Background: an optimization exercise with open tools, aiming at small area and a short achievable clock period. Do not read the settings as production practice. Function was checked by simulation only, so behaviour that the tests miss may differ from the original. Power and IR drop assume default switching activity.

==> flow/design.v (outline; a module is shown in full before it is edited, if it fits) <==
// module pe: 46 lines
// module mac_0_16: 326 lines
// module mac_16_17: 368 lines
// module mac_17_17: 369 lines
// module mac_17_18: 381 lines
// module csa_fa: 4 lines
// module csa_ha: 4 lines
// module pp_nor: 3 lines
// module inv8: 3 lines
// module skew_buffer: 25 lines
// module systolic_array: 34 lines
// module matrix_accelerator: 32 lines
module matrix_accelerator(
    input  wire        clk,
    input  wire        rst,
    input  wire        load_weight,
    input  wire [31:0] activation_in,
    output wire [95:0] result_out
);
  // ...
==> flow/run.sh <==
#!/bin/bash
# synth_recipe.tcl (not shown) runs the flow's synth.tcl, then flattens the netlist and writes it again
# the make line also repeats each setting of config.mk as NAME=value (left out here)
make -C /OpenROAD-flow-scripts/flow DESIGN_CONFIG=/design/flow/config.mk WORK_HOME=/design/flow/orfs CLKGATE_MAP_FILE= SYNTH_SCRIPT=/design/flow/synth_recipe.tcl finish
==> flow/config.mk <==
export PLATFORM = sky130hd
export DESIGN_NAME = matrix_accelerator
export DESIGN_NICKNAME = matrix_accelerator
export VERILOG_FILES = /design/flow/design.v
export SDC_FILE = /design/flow/constraint.sdc
export NUM_CORES = 4
export LEC_CHECK = 0
export CAP_MARGIN = 20
export CORE_MARGIN = 2
export CORE_UTILIZATION = 40
export CTS_CLUSTER_DIAMETER = 120
export CTS_CLUSTER_SIZE = 22
export SETUP_SLACK_MARGIN = 3.5
export SLEW_MARGIN = 20
export SYNTH_HIERARCHICAL = 1
export SYNTH_MINIMUM_KEEP_SIZE = 0
==> flow/constraint.sdc <==
create_clock -name core_clock -period 8.0 [get_ports {clk}]
set_input_delay 1.6000 -clock core_clock [delete_from_list [all_inputs] [get_ports {clk}]]
set_output_delay 1.6000 -clock core_clock [all_outputs]
set_load 0.01 [all_outputs]
==> impl_metrics.py, run 1 <==
metrics = {
    "status": {
        "run_status": "no timing/DRC/antenna violations",
    },
    "clocking": {
        "ctsHoldBuffers": 0,
        "cts.htree.levels": 2,
        "clk_latency_ps": 620,
    },
    "power": {
        "powerSeq_mw": 3.83,
        "design_power_total_mw": 19.5,
        "p_clk_share_pct": 9.8,
    },
    "global_routing": {
        "grtUsageMet3_pct": 2.72,
        "grt_pass1_vias": 33400,
    },
    "die": {
        "tap_cells": 1512,
        "initial_core_util_pct": 40.5,
        "core_um2": 115000,
    },
    "worst_setup_path": {
        "r2r-end": "array_core.ROW[2].c3.out_e[16]",
        "end_kind": "flop",
        "rr_startpoint": "array_core.ROW[1].c3.S.q[3]",
    },
    "drt": {
        "vias_per_cell": 5.08,
    },
    "final_layout": {
        "inverters": 563,
        "n_antenna_cell": 1,
        "clock_tree_area_fraction_pct": 2.10,
    },
    "timing": {
        "worst_slack_ps": 3600,
        "drv_slew": 0,
        "period_needed_ps": 4400,
        "worst_pin_slew_ps": 798,
    },
    "synth": {
        "ys_warn_count": 16,
        "synth_area_um2": 46400,
    },
    "placement": {
        "port_buffers": 130,
    },
}
==> run 2, diff against run 1 <==
--- a/flow/config.mk
+++ b/flow/config.mk
@@ -10,7 +10,7 @@
 export CORE_UTILIZATION = 40
 export CTS_CLUSTER_DIAMETER = 120
 export CTS_CLUSTER_SIZE = 22
-export SETUP_SLACK_MARGIN = 3.5
+export SETUP_SLACK_MARGIN = 3.65
 export SLEW_MARGIN = 20
 export SYNTH_HIERARCHICAL = 1
 export SYNTH_MINIMUM_KEEP_SIZE = 0
==> run 2 against run 1 <==
  * Final cell count up 1.9%
  * Setup slack gained 56 ps
  * Power rose by 4.6%
  * Sequential power about the same
  * Maximum frequency rose by 1.3%
  * Synthesized cell count unchanged
  * Critical path depth grew 2
  * Sequential cell count unchanged
  * Critical path type is now flop to flop
  * Largest power group unchanged
==> impl_metrics.py, run 2 <==
metrics = {
    "worst_setup_path": {
        "crit_family": "adder cells",
        "crit_top_cell": "fa_1",
        "crit_required_ps": 8540,
        "rrSetupSlack_ps": 3650,
        "critPathKind": "flop to flop",
        "rr_startpoint": "array_core.ROW[0].c1.weight_reg[1]",
        "r2r-end": "array_core.ROW[0].c1.out_e[13]",
        "end_kind": "flop",
        "cp_slowest_stage_delay_ps": 430,
        "cp_slowest_cell": "o311ai_0",
        "crit_fanout": 7,
        "cp_num_buf_inv": 3,
        "arrival_ps": 4880,
        "startpoint_type": "flop",
        "worstRegToRegCells": 15,
        "crit_chain": "inv_2, nor2_1, ha_1, inv_1, fa_1, fa_1, fa_1, fa_1, fa_1, and4b_1, a211oi_4, buf_4, o21ai_4, a21oi_2, o311ai_0",
    },
    "global_routing": {
        "grt_max_degree": 145,
        "track_usage_pct": 19.0,
        "antenna_found_initial": 1,
        "grt_pass1_vias": 34000,
        "grt_pass1_wl_um": 181000,
        "overflow": 0,
    },
    "final_layout": {
        "drive_gt1_share_pct": 13.8,
        "top_regs": "array_core.ROW.c3.out_e x72, array_core.ROW.c1.out_e x68, array_core.ROW.c2.out_e x68",
        "utilization_pct": 45.7,
        "mostFrequentLayoutCell": "nor2_1",
        "largest_register": "array_core.ROW.c3.out_e",
        "final_cell_mix": "845 x nor2_1, 761 x fa_1, 414 x nand2_1, 408 x inv_1, 274 x ha_1",
        "largest_reg_flops": 72,
        "layout.nets": 5808,
        "n_antenna_cell": 0,
        "area_growth_pct": 13.0,
    },
    "clocking": {
        "clock_path_buffers": 3,
        "cts_sinks": 545,
        "cts.htree.levels": 1,
        "ctsHoldBuffers": 0,
        "clk_latency_ps": 660,
        "numCtsBuffers": 30,
        "root_buffer": "clkbuf_16",
        "cts_tree": "yes",
        "clk_pin_slew_worst_paths_ps": 100,
    },
    "worst_hold_path": {
        "hold_depth": 0,
        "hold_path_end": "skew_unit.d3_3[5]",
        "hp-class": "flop to flop",
        "min_from": "skew_unit.d3_2[5]",
    },
    "die": {
        "die_area_um2": 119000,
        "io_pins": 131,
        "die_h_um": 345,
        "initial_core_util_pct": 40.5,
        "die_w_um": 345,
        "core_um2": 115000,
        "rows": 124,
    },
    "synth": {
        "synthesis.area_per_instance_um2": 10.5,
        "syn_inst": 4398,
        "synth_fp_nets": 5541,
        "ys_warn_count": 16,
        "synth_area_um2": 46400,
    },
    "timing": {
        "tns_ps": 0,
        "period_needed_ps": 4350,
        "fmax_mhz": 230,
        "final.period_utilization_pct": 54.3,
        "fin_skew_ps": 32.6,
        "hold_viol": 0,
        "worst_pin_slew_ps": 922,
        "drv_slew": 0,
        "grt_setup_unrepaired": "yes",
        "setup_viol": 0,
        "maxSlewHeadroom_pct": 38.5,
    },
    "power": {
        "cellLeakagePower_nw": 23.2,
        "seq_power_share_pct": 18.8,
        "p_int_mw": 11.3,
        "ir_worst_vdd_v": 0.000237,
        "switching_share_pct": 44.9,
        "power_switching_mw": 9.17,
        "power_density_nw_per_um2": 390,
        "combPwrFrac_pct": 72.7,
        "p_clk_share_pct": 8.5,
    },
    "drt": {
        "drt_iter0_drc": 2078,
        "vias": 31500,
        "antenna_left": 0,
        "vias_per_cell": 5.08,
        "drt_wl_total_um": 109000,
        "drt_first_pass_iters": 5,
        "wl_per_cell_um": 17.7,
        "post-route-drc-count": 0,
    },
    "placement": {
        "gp_congestion": 0.873,
        "dpl.hpwl_um": 86200,
        "port_buffers": 130,
    },
    "flow_run": {
        "max-cap-violations": 0,
    },
    "status": {
        "run_status": "no timing/DRC/antenna violations",
    },
}
==> run 2: cell types whose count changed in the layout (fill, tap and decap cells not counted), moves of 11 or more <==
cell	delta
fa_2	+35
nor2_2	+11
nor2_1	-17
inv_1	-71
dfrtp_1	-21
inv_2	+42
buf_4	+114
ha_1	-13
fa_1	-35
dfrtp_2	+21
inv_4	+22
ha_4	+11
==> run 2: area by class of cell <==
cell class | instances | area, um^2
fill | 10600 | 62300
multi-input combinational | 3211 | 31600
sequential | 545 | 13000
timing repair buffer | 314 | 2770
inverter | 563 | 2260
tap | 1512 | 1890
clock buffer | 49 | 863
clock inverter | 7 | 58.8
==> run 2: per-layer routing <==
metal  up-vias  wire [um]  global-route usage, %
li1      14600          -                      -
met1     16100      48000                   25.8
met2       720      54700                   32.9
met3       136       4720                   1.98
met4         0       2020                   4.11
met5         -          0                      0
==> run 2: power groups by stage <==
| stage | Combinational [mW] | Sequential (mW) | Clock (mW) |
|---|---|---|---|
| 3_3_place_gp | 13.0 | 3.90 | 0 |
| 2_1_floorplan | 10.6 | 3.73 | 0 |
| 6_report | 14.9 | 3.84 | 1.74 |
| 4_1_cts | 13.8 | 3.84 | 1.82 |
| 3_5_place_dp | 13.3 | 3.90 | 0 |
| 5_1_grt | 16.9 | 3.91 | 1.91 |
==> run 2: worst max path at each step <==
stage,startpoint,to,slack (ps),cells past startpoint
after floorplan,activation_in[1],array_core.ROW[0].c0.out_e[12],3170,13
after global placement,activation_in[1],array_core.ROW[0].c0.out_e[12],2540,13
after detailed placement,activation_in[1],array_core.ROW[0].c0.out_e[12],2480,13
after CTS,activation_in[5],array_core.ROW[0].c0.out_e[12],3630,13
after global routing,array_core.ROW[1].c3.S.q[4],array_core.ROW[2].c3.out_e[17],3550,13
final,array_core.ROW[0].c1.weight_reg[1],array_core.ROW[0].c1.out_e[13],3650,15
==> run 2: worst reg2reg max path, delay by kind of cell, from the launching register on <==
family                   cells  cell delay, ps
adder cells (fa/ha/maj)      6            2300
AO/OA/AOI/OAI                4             780
flip-flops                   1             420
AND/OR/NAND/NOR              2             390
buffers and inverters        3             350
==> run 2: what timing repair did <==
item | 4_1_cts | 5_1_grt
endpoints found under the setup margin | 60 | 75
gates resized for setup | 145 | 283
hold endpoints to repair | 0 | 0
cloned | 0 | 0
pin swaps | 24 | 118
setup buffers | 50 | 128
==> run 2: through the flow <==
stage	cells	total power [mW]	hold slack [ps]	setup WS [ps]	area [um^2]
floorplan	4398	14.4	331	3170	46500
global placement	5967	16.9	333	2540	49300
detailed placement	5967	17.2	335	2480	49300
CTS	6073	19.5	356	3630	50700
global route	6201	22.7	358	3550	52400
finish	6201	20.4	354	3650	52400
==> run 3, diff against run 2 <==
==> flow/flow/run.sh (new file) <==
#!/bin/bash
# The standard layout (standard.sh), with plain buffers on the ports in place
# of the delay cells that buffer_ports picks by default. Every port still gets
# its own buffer. make's full output goes to standard.log in this folder.
set -euo pipefail
export BUFFER_PORTS_ARGS="-buffer_cell sky130_fd_sc_hd__buf_2"
bash standard.sh > standard.log 2>&1
==> flow/standard.sh (new file) <==
#!/bin/bash
# synth_recipe.tcl (not shown) runs the flow's synth.tcl, then flattens the netlist and writes it again
# the make line also repeats each setting of config.mk as NAME=value (left out here)
make -C /OpenROAD-flow-scripts/flow DESIGN_CONFIG=/design/flow/config.mk WORK_HOME=/design/flow/orfs CLKGATE_MAP_FILE= SYNTH_SCRIPT=/design/flow/synth_recipe.tcl "${@:-finish}"
--- a/flow/config.mk
+++ b/flow/config.mk
@@ -10,7 +10,7 @@
 export CORE_UTILIZATION = 40
 export CTS_CLUSTER_DIAMETER = 120
 export CTS_CLUSTER_SIZE = 22
-export SETUP_SLACK_MARGIN = 3.65
+export SETUP_SLACK_MARGIN = 3.5
 export SLEW_MARGIN = 20
 export SYNTH_HIERARCHICAL = 1
 export SYNTH_MINIMUM_KEEP_SIZE = 0
removed: flow/run.sh
==> run 3 against run 2 <==
  * Still clean on timing, DRC and antenna
  * Via count is 1.7% lower
  * Setup slack lost 43 ps
  * First-iteration DRC count shrank 18%
  * Clock skew shrank 12 ps
  * Global-route usage is 0.19 points lower
  * Synthesized area did not move
  * Critical path type unchanged
==> impl_metrics.py, run 3 <==
metrics = {
    "synth": {
        "synth_fp_nets": 5541,
        "synthesis.area_per_instance_um2": 10.5,
        "synth_area_um2": 46400,
        "ys_warn_count": 16,
        "syn_inst": 4398,
    },
    "timing": {
        "fmax_mhz": 228,
        "grt_setup_unrepaired": "yes",
        "final.period_utilization_pct": 54.9,
        "hold_viol": 0,
        "setup_viol": 0,
        "holdWs_ps": 356,
        "worst_pin_slew_ps": 670,
        "maxSlewHeadroom_pct": 55.3,
        "period_needed_ps": 4390,
        "tns_ps": 0,
        "fin_skew_ps": 20.8,
        "drv_slew": 0,
    },
    "die": {
        "die_w_um": 345,
        "die_h_um": 345,
        "initial_core_util_pct": 40.5,
        "rows": 124,
        "die_area_um2": 119000,
        "io_pins": 131,
        "core_um2": 115000,
    },
    "clocking": {
        "cts.htree.levels": 1,
        "cts_sinks": 545,
        "clk_latency_ps": 660,
        "clock_path_buffers": 3,
        "numCtsBuffers": 31,
        "cts_tree": "yes",
        "root_buffer": "clkbuf_16",
        "ctsHoldBuffers": 0,
        "clk_pin_slew_worst_paths_ps": 100,
    },
    "flow_run": {
        "max-cap-violations": 0,
    },
    "worst_setup_path": {
        "crit_fanout": 7,
        "cp_slowest_cell": "fa_1",
        "critPathKind": "flop to flop",
        "crit_chain": "inv_4, nor2_1, fa_1, fa_1, fa_1, fa_2, fa_1, ha_4, and4b_1, a211oi_4, buf_4, and2b_2, nor2_1, xnor2_1, a22o_1",
        "crit_required_ps": 8550,
        "cp_slowest_stage_delay_ps": 570,
        "cp_num_buf_inv": 2,
        "crit_family": "adder cells",
        "end_kind": "flop",
        "startpoint_type": "flop",
        "arrival_ps": 4940,
        "crit_top_cell": "fa_1",
    },
    "global_routing": {
        "track_usage_pct": 18.8,
        "grt_max_degree": 104,
        "grt_pass1_vias": 33200,
        "antenna_found_initial": 7,
        "overflow": 0,
        "grt_pass1_wl_um": 179000,
    },
    "power": {
        "combPwrFrac_pct": 70.9,
        "switching_share_pct": 45.9,
        "power_switching_mw": 8.83,
        "p_clk_share_pct": 9.3,
        "ir_worst_vdd_v": 0.000227,
        "power_density_nw_per_um2": 383,
        "seq_power_share_pct": 19.9,
        "cellLeakagePower_nw": 22.8,
        "p_int_mw": 10.4,
    },
    "status": {
        "run_status": "no timing/DRC/antenna violations",
    },
    "drt": {
        "vias": 31000,
        "post-route-drc-count": 0,
        "antenna_left": 0,
        "drt_first_pass_iters": 5,
        "drt_wl_total_um": 107000,
        "wl_met1_um": 48100,
        "wl_met2_um": 52900,
        "drt_iter0_drc": 1713,
        "wl_per_cell_um": 17.7,
        "wl_met3_um": 4620,
        "vias_per_cell": 5.11,
        "routed.top_layer": "met5",
    },
    "final_layout": {
        "n_antenna_cell": 0,
        "largest_reg_flops": 72,
        "drive_gt1_share_pct": 10.1,
        "final_cell_mix": "867 x nor2_1, 798 x fa_1, 482 x inv_1, 415 x nand2_1, 286 x ha_1",
        "mostFrequentLayoutCell": "nor2_1",
        "layout.nets": 5671,
        "area_growth_pct": 8.29,
        "top_regs": "array_core.ROW.c3.out_e x72, array_core.ROW.c1.out_e x68, array_core.ROW.c2.out_e x68",
        "largest_register": "array_core.ROW.c3.out_e",
        "fillCellCount": 10800,
        "fin_cells": 6064,
        "fin_area_um2": 50200,
    },
    "placement": {
        "gp_congestion": 0.879,
        "port_buffers": 130,
        "dpl.hpwl_um": 86600,
        "postPlaceCellArea_um2": 48700,
        "place_inst": 5973,
    },
    "worst_hold_path": {
        "hp-class": "flop to flop",
    },
}
-- run 3: final cells by class --
type	count	area [um^2]	area share, %
well taps	1512	1890	3.77
clock buffers	48	892	1.78
clock inverters	9	77.6	0.154
flip-flops and latches	545	12900	25.8
inverters	563	2180	4.34
repair buffers	176	1050	2.09
multi-input cells	3211	31200	62.1
-- run 3: worst paths after layout --
kind | from | endpoint | slack, ps | depth (start not counted)
worst max-delay path | array_core.ROW[2].c1.weight_reg[4] | array_core.ROW[2].c1.out_e[10] | 3610 | 15
worst min-delay path | skew_unit.d3_1[7] | skew_unit.d3_2[7] | 360 | 0
worst max register to register | array_core.ROW[2].c1.weight_reg[4] | array_core.ROW[2].c1.out_e[10] | 3610 | 15
worst min register to register | skew_unit.d3_1[7] | skew_unit.d3_2[7] | 360 | 0
max in group asynchronous | rst | skew_unit.d3_1[6] | 5900 | 4
min in group asynchronous | rst | valid | 1120 | 3
-- run 3: metrics by stage --
step | total power [mW] | utilization (%) | worst slack (ps)
final | 19.2 | 43.8 | 3610
after global routing | 21.4 | 43.8 | 3480
after CTS | 18.9 | 43.3 | 3420
after detailed placement | 17.0 | 42.5 | 2980
after global placement | 16.8 | 42.4 | 2990
after floorplan | 14.4 | - | 3170
-- run 3: repair_timing --
item,4_1_cts,5_1_grt
endpoints found under the setup margin,23,53
buffers inserted,0,34
pin swaps,1,23
endpoints found under the hold margin,0,0
resized for setup,35,127
-- run 3: routing by layer --
layer,vias up,track usage [%]
met4,2,3.19
li1,14300,-
met5,-,0
met3,110,1.95
met1,15900,26.3
met2,668,32.2
-- run 3: power groups by stage --
stage               Clock, mW  Sequential (mW)  Combinational [mW]
floorplan                   0             3.73                10.6
global route             1.96             3.90                15.6
finish                   1.78             3.82                13.6
global placement            0             3.90                12.9
CTS                      1.85             3.84                13.2
detailed placement          0             3.89                13.1
==> run 4, diff against run 3 <==
==> flow/flow/run.sh (replaced) <==
#!/bin/bash
# The standard layout (standard.sh), with plain buffers on the ports in place
# of the delay cells that buffer_ports picks by default. Every port still gets
# its own buffer. make's full output goes to standard.log in this folder.
set -euo pipefail
export BUFFER_PORTS_ARGS="-buffer_cell sky130_fd_sc_hd__buf_1"
bash standard.sh > standard.log 2>&1
--- a/flow/config.mk
+++ b/flow/config.mk
@@ -8,8 +8,9 @@
 export CAP_MARGIN = 20
 export CORE_MARGIN = 2
 export CORE_UTILIZATION = 40
-export CTS_CLUSTER_DIAMETER = 120
-export CTS_CLUSTER_SIZE = 22
+export CTS_BUF_LIST = sky130_fd_sc_hd__clkbuf_8
+export CTS_CLUSTER_DIAMETER = 100
+export CTS_CLUSTER_SIZE = 14
 export SETUP_SLACK_MARGIN = 3.5
 export SLEW_MARGIN = 20
 export SYNTH_HIERARCHICAL = 1
==> run 4 against run 3 <==
  * Synthesized area unchanged
  * Clock power decreased by 5%
  * Worst hold slack got worse by 5.4 ps
  * Via count about the same
  * Non-clock buffer count decreased by 1
  * Synthesized cell count unchanged
  * Final cell count increased by 0.49%
  * Setup slack improved by 1.7 ps
  * Wire length increased by 0.43%
  * Global-route usage about the same
  * Critical endpoint is now array_core.ROW[1].c1.out_e[16]
  * Largest power group unchanged
==> impl_metrics.py, run 4 <==
metrics = {
    "die": {
        "core_um2": 115000,
        "die_w_um": 345,
        "io_pins": 131,
        "initial_core_util_pct": 40.5,
        "rows": 124,
        "die_area_um2": 119000,
        "die_h_um": 345,
    },
    "timing": {
        "final.period_utilization_pct": 54.8,
        "grt_setup_unrepaired": "yes",
        "fin_skew_ps": 84.0,
        "tns_ps": 0,
        "worst_pin_slew_ps": 1070,
        "maxSlewHeadroom_pct": 28.8,
        "setup_viol": 0,
        "period_needed_ps": 4390,
        "drv_slew": 0,
        "hold_viol": 0,
        "fmax_mhz": 228,
    },
    "clocking": {
        "cts_sinks": 545,
        "cts.htree.levels": 2,
        "cts_tree": "yes",
        "numCtsBuffers": 47,
        "ctsHoldBuffers": 0,
        "clk_latency_ps": 770,
        "clock_path_buffers": 3,
        "root_buffer": "clkbuf_8",
        "clk_pin_slew_worst_paths_ps": 110,
    },
    "status": {
        "run_status": "no timing/DRC/antenna violations",
    },
    "drt": {
        "drt_first_pass_iters": 6,
        "post-route-drc-count": 0,
        "wl_per_cell_um": 17.7,
        "drt_wl_total_um": 108000,
        "vias_per_cell": 5.08,
        "vias": 31000,
        "antenna_left": 0,
        "drt_iter0_drc": 1900,
    },
    "final_layout": {
        "top_regs": "array_core.ROW.c3.out_e x72, array_core.ROW.c1.out_e x68, array_core.ROW.c2.out_e x68",
        "layout.nets": 5686,
        "largest_reg_flops": 72,
        "mostFrequentLayoutCell": "nor2_1",
        "area_growth_pct": 7.63,
        "fin_cells": 6094,
        "largest_register": "array_core.ROW.c3.out_e",
        "final_cell_mix": "867 x nor2_1, 795 x fa_1, 500 x inv_1, 415 x nand2_1, 286 x ha_1",
        "drive_gt1_share_pct": 7.73,
    },
    "synth": {
        "synthesis.area_per_instance_um2": 10.5,
        "synth_area_um2": 46400,
        "syn_inst": 4398,
        "ys_warn_count": 16,
        "synth_fp_nets": 5541,
    },
    "power": {
        "power_density_nw_per_um2": 382,
        "cellLeakagePower_nw": 22.4,
        "ir_worst_vdd_v": 0.000274,
        "design_power_total_mw": 19.1,
    },
    "worst_hold_path": {
        "hold_depth": 0,
        "hp-class": "flop to flop",
    },
    "worst_setup_path": {
        "end_kind": "flop",
        "crit_fanout": 7,
        "worstRegToRegCells": 13,
        "crit_required_ps": 8640,
        "critPathKind": "flop to flop",
        "rrSetupSlack_ps": 3610,
        "startpoint_type": "flop",
        "arrival_ps": 5030,
    },
    "global_routing": {
        "antenna_found_initial": 3,
        "grt_pass1_wl_um": 179000,
        "grt_max_degree": 127,
        "track_usage_pct": 18.9,
        "grt_pass1_vias": 33300,
        "overflow": 0,
    },
    "placement": {
        "port_buffers": 130,
        "place_inst": 5971,
        "gp_congestion": 0.877,
        "dpl.hpwl_um": 86300,
    },
    "flow_run": {
        "max-cap-violations": 0,
    },
}
[run 4: area by class of cell]
type | instances | area [um^2]
inverters | 563 | 2170
multi-input cells | 3211 | 31200
fillers | 11000 | 64700
flip-flops and latches | 545 | 12900
repair buffers | 175 | 858
clock inverters | 38 | 231
well taps | 1512 | 1890
clock buffers | 49 | 674
diodes | 1 | 2.50
[run 4: timing repair]
| action | 4_1_cts | 5_1_grt |
|---|---|---|
| pin swaps | 2 | 17 |
| gates resized for setup | 41 | 118 |
| hold endpoints to repair | 0 | 0 |
| endpoints found under the setup margin | 30 | 57 |
| setup buffers | 3 | 32 |
| gates cloned | 0 | 0 |
[run 4: power breakdown]
part	internal, mW	switching [mW]
Sequential	3.35	0.473
Combinational	6.23	7.32
Clock	0.646	1.04
Total	10.2	8.84
[run 4: metrics by stage]
step           hold slack (ps)  instance area [um^2]  setup slack, ps  utilization, %
3_3_place_gp               331                 48500             2890            42.3
4_1_cts                    351                 49400             3500            43.1
6_report                   350                 49900             3610            43.5
2_1_floorplan              331                 46500             3170               -
5_1_grt                    360                 49900             3460            43.5
3_5_place_dp               335                 48500             2850            42.3
[run 4: worst max-delay path, stage by stage, from the launching register on]
cell and delay (ps):
dfrtp_1 460, inv_1 230, nor2_1 90, fa_1 500
fa_1 540, fa_1 430, fa_1 530, ha_4 220
and4b_1 230, a211oi_4 310, o21ai_4 120, a31o_1 250
a211o_1 300, nand2_1 60
[run 4: worst paths after layout]
check                                            endpoint                   startpoint
setup / recovery           array_core.ROW[1].c1.out_e[16]  array_core.ROW[0].c1.S.q[3]
hold / removal                          skew_unit.d3_2[7]            skew_unit.d3_1[7]
setup reg to reg           array_core.ROW[1].c1.out_e[16]  array_core.ROW[0].c1.S.q[3]
hold reg to reg                         skew_unit.d3_2[7]            skew_unit.d3_1[7]
max in group asynchronous               skew_unit.d3_3[0]                          rst
min in group asynchronous                           valid                          rst
[run 4: routing by layer]
metal,vias up,part of all wire [%],global-route usage [%]
li1,14300,-,-
met5,-,0,0
met4,0,2.1,4.36
met1,15800,44,25.8
met2,702,49,32.2
met3,130,4.5,2.20

==> separate check: timing with driven ports <==
No port has a modelled driver above. Below, the same layouts with a new extraction and two added sets of constraints. Step 1 assumes that a clkbuf_16 drives the clock port and a buf_2 every other input. Step 2 times the ports against the registers' clock, not the clock port: input delays grow and output delays shrink by t, the midpoint of the rising clock arrivals with the driver on. Slacks: ideal ports / drivers / drivers and shift; pairs: ideal ports / drivers.
| run | t, ns | setup WS [ns] | clock arrival spread, ns | worst data-port slew with drivers (ns) | cell pins on the clock port's net |
|---|---|---|---|---|---|
| run 1 | 0.680 | 3.597 / 3.603 / 2.927 | 0.037 / 0.038 | 0.07 | 1 |
| run 2 | 0.725 | 3.653 / 3.653 / 2.983 | 0.038 / 0.038 | 0.09 | 1 |
| run 3 | 0.726 | 3.610 / 3.610 / 2.947 | 0.030 / 0.029 | 0.07 | 1 |
| run 4 | 0.799 | 3.612 / 3.612 / 2.859 | 0.085 / 0.085 | 0.07 | 1 |
After both steps every run listed still meets setup and hold. The setup slack of run 4, which loses most, moves by 0.000 ns with the drivers and by -0.753 ns with both steps.
